This design comes from an exercise in tuning for small area and a short achievable clock period on the open sky130 flow, not from production work.
The RTL was checked by simulation tests, not by an equivalence proof against the original design.

## lane 1
==> flow/design.v (excerpt) <==
module tta16 (
	input		cpu_clk_i,
	input		cpu_rst_i,
	output	reg		wb_cyc_o,
	output	reg	[1:0]	wb_stb_o,
	output	reg		wb_we_o,
	input			wb_ack_i,
	input			wb_rty_i,
	input			wb_err_i,
	output		[2:0]	wb_cti_o,
	output		[1:0]	wb_bte_o,
	output		[22:0]	wb_adr_o,
	output		[1:0]	wb_sel_o,
	output		[15:0]	wb_dat_o,
	input		[1:0]	wb_sel_i,
	input		[15:0]	wb_dat_i,
	output			imem_en_o,
	output	reg	[9:0]	imem_adr_o,
	input		[31:0]	imem_dat_i,
	output	reg	[1:0]	imem_we_o,
	output		[9:0]	imem_wadr_o,
	output	reg	[15:0]	imem_wdat_o
);
reg		run;		 
reg	[15:0]	rf[15:0];
reg	[15:0]	t_reg0, t_reg1;
reg	[9:0]	pc_prev;
reg		t_bra;
reg	[9:0]	iadr;
reg	[6:0]	rseg, wseg;
reg	[15:0]	t_data_a, t_data_b, t_data_c, t_com;
reg		t_rad, t_wad;			 
reg		t_sub, t_bits;			 
reg	[1:0]	t_mode;				 
reg		t_reg, t_mul, t_msr;		 
reg		x_zf, x_bf;
reg	[15:0]	x_diff, x_bits, x_mem;
reg	[95:0]	x_prod;				 
reg	[22:0]	wb_adr;
reg	[15:0]	wb_dat;
wire	[31:0]	instr	= imem_dat_i;
wire	[1:0]	f_src_a	= instr[31:30];
wire	[2:0]	f_dst_a	= instr[29:27];
wire	[1:0]	f_src_b	= instr[26:25];
wire	[2:0]	f_dst_b	= instr[24:22];
wire	[1:0]	f_src_c	= instr[21:20];
wire	[1:0]	f_dst_c	= instr[19:18];
wire	[2:0]	f_com	= instr[17:15];
wire	[3:0]	f_reg1	= instr[14:11];
wire	[3:0]	f_reg0	= {instr[14], instr[10:8]};
wire	[15:0]	f_immed	= {{9{instr[7]}}, instr[6:0]};
wire	[15:0]	f_limm	= {{6{instr[10]}}, instr[9:0]};
wire	[9:0]	pc_next	= {pc_prev[8:1], pc_prev[0]^pc_prev[3], pc_prev[9]};
wire	[9:0]	pc	= imem_adr_o;	 
wire	[31:0]	prod;
mul16_add MULADD (
	.r	(x_prod),
	.p	(prod)
);
assign	wb_cti_o	= 3'b000;
assign	wb_bte_o	= 2'b00;
assign	wb_sel_o	= 2'b11;
assign	wb_adr_o	= wb_adr;
assign	wb_dat_o	= wb_dat;
assign	imem_en_o	= run;
assign	imem_wadr_o	= iadr;
wire	mem_op	= (f_dst_a == 3'd2 || f_dst_a == 3'd3);
always @(posedge cpu_clk_i)
	if (cpu_rst_i)		run	<= 1;
	else if (wb_ack_i)	run	<= 1;
	else if (mem_op)	run	<= 0;
reg	[15:0]	rd0, rd1;
integer	k;
always @(*) begin
	rd0	= 16'd0;
	rd1	= 16'd0;
  ...
export LEC_CHECK = 0
export ABC_AREA = 1
export CAP_MARGIN = 20
export CORE_MARGIN = 2
export CORE_UTILIZATION = 40
export PLACE_DENSITY = 0.6
export SETUP_SLACK_MARGIN = 4.4
export SLEW_MARGIN = 20
create_clock -name core_clock -period 8.0 [get_ports {cpu_clk_i}]
standard.sh (not shown) runs the stock make flow with config.mk's settings and CLKGATE_MAP_FILE= SYNTH_SCRIPT=/design/flow/synth_recipe.tcl, a recipe that flattens the netlist after the stock synthesis.
==> flow/flow/run.sh <==
#!/bin/bash
# The standard layout, with faster port buffers (buf_2 in place of the
# delay-buffer cell buffer_ports picks by default), which the resizer may
# then size as usual.
set -euo pipefail
export BUFFER_PORTS_ARGS="-buffer_cell sky130_fd_sc_hd__buf_2"
bash standard.sh > standard.log 2>&1
Lane 1 finished all stages; the layout is clean.
For lane 2, these inputs were changed with respect to lane 1:
- a deleted ABC_AREA that had been 1
- an added ABC_CLOCK_PERIOD_IN_PS of 2000
- a change of SETUP_SLACK_MARGIN from 4.4 to 4.5
==> flow/flow/run.sh <==
#!/bin/bash
# The standard layout, with faster port buffers (buf_4 in place of the
# delay-buffer cell buffer_ports picks by default), which the resizer may
# then size as usual.
set -euo pipefail
export BUFFER_PORTS_ARGS="-buffer_cell sky130_fd_sc_hd__buf_4"
bash standard.sh > standard.log 2>&1
When lane 2 is set beside lane 1, its final hold slack turns out to be 0.010 ns smaller. Lane 1 vs lane 2, highest layer used for signal routing: met4 vs met5. Per the comparison of lane 2 with lane 1, core footprint now larger; largest fanout of any net on the critical path now larger. Lane 2 was carried through to the last stage, and its layout satisfied the timing, DRC and antenna checks.

separate check: timing with driven ports:
How much do the figures lean on ideal ports? The routed layouts below were timed once more, with nothing changed but the port constraints. Step 1 sets driving cells, clkbuf_16 on the clock port and buf_2 on the other inputs (assumed; they add their load-dependent delay and slew). Step 2 adds t to the input delays and takes it off the output delays; t is the mean of the earliest and latest rising clock arrival at the registers after step 1. Input paths then give back, and output paths get back, about the clock's delay inside the block. Slacks: ideal ports / drivers / drivers and shift; pairs: ideal ports / drivers.
run	t, ns	setup WS [ns]	worst setup path at the end	cell pins on the clock port's net
lane 1	0.690	4.437 / 4.414 / 3.778	input to register	1
lane 2	0.701	4.566 / 4.570 / 3.907	input to register	1
After both steps every run listed still meets setup and hold.
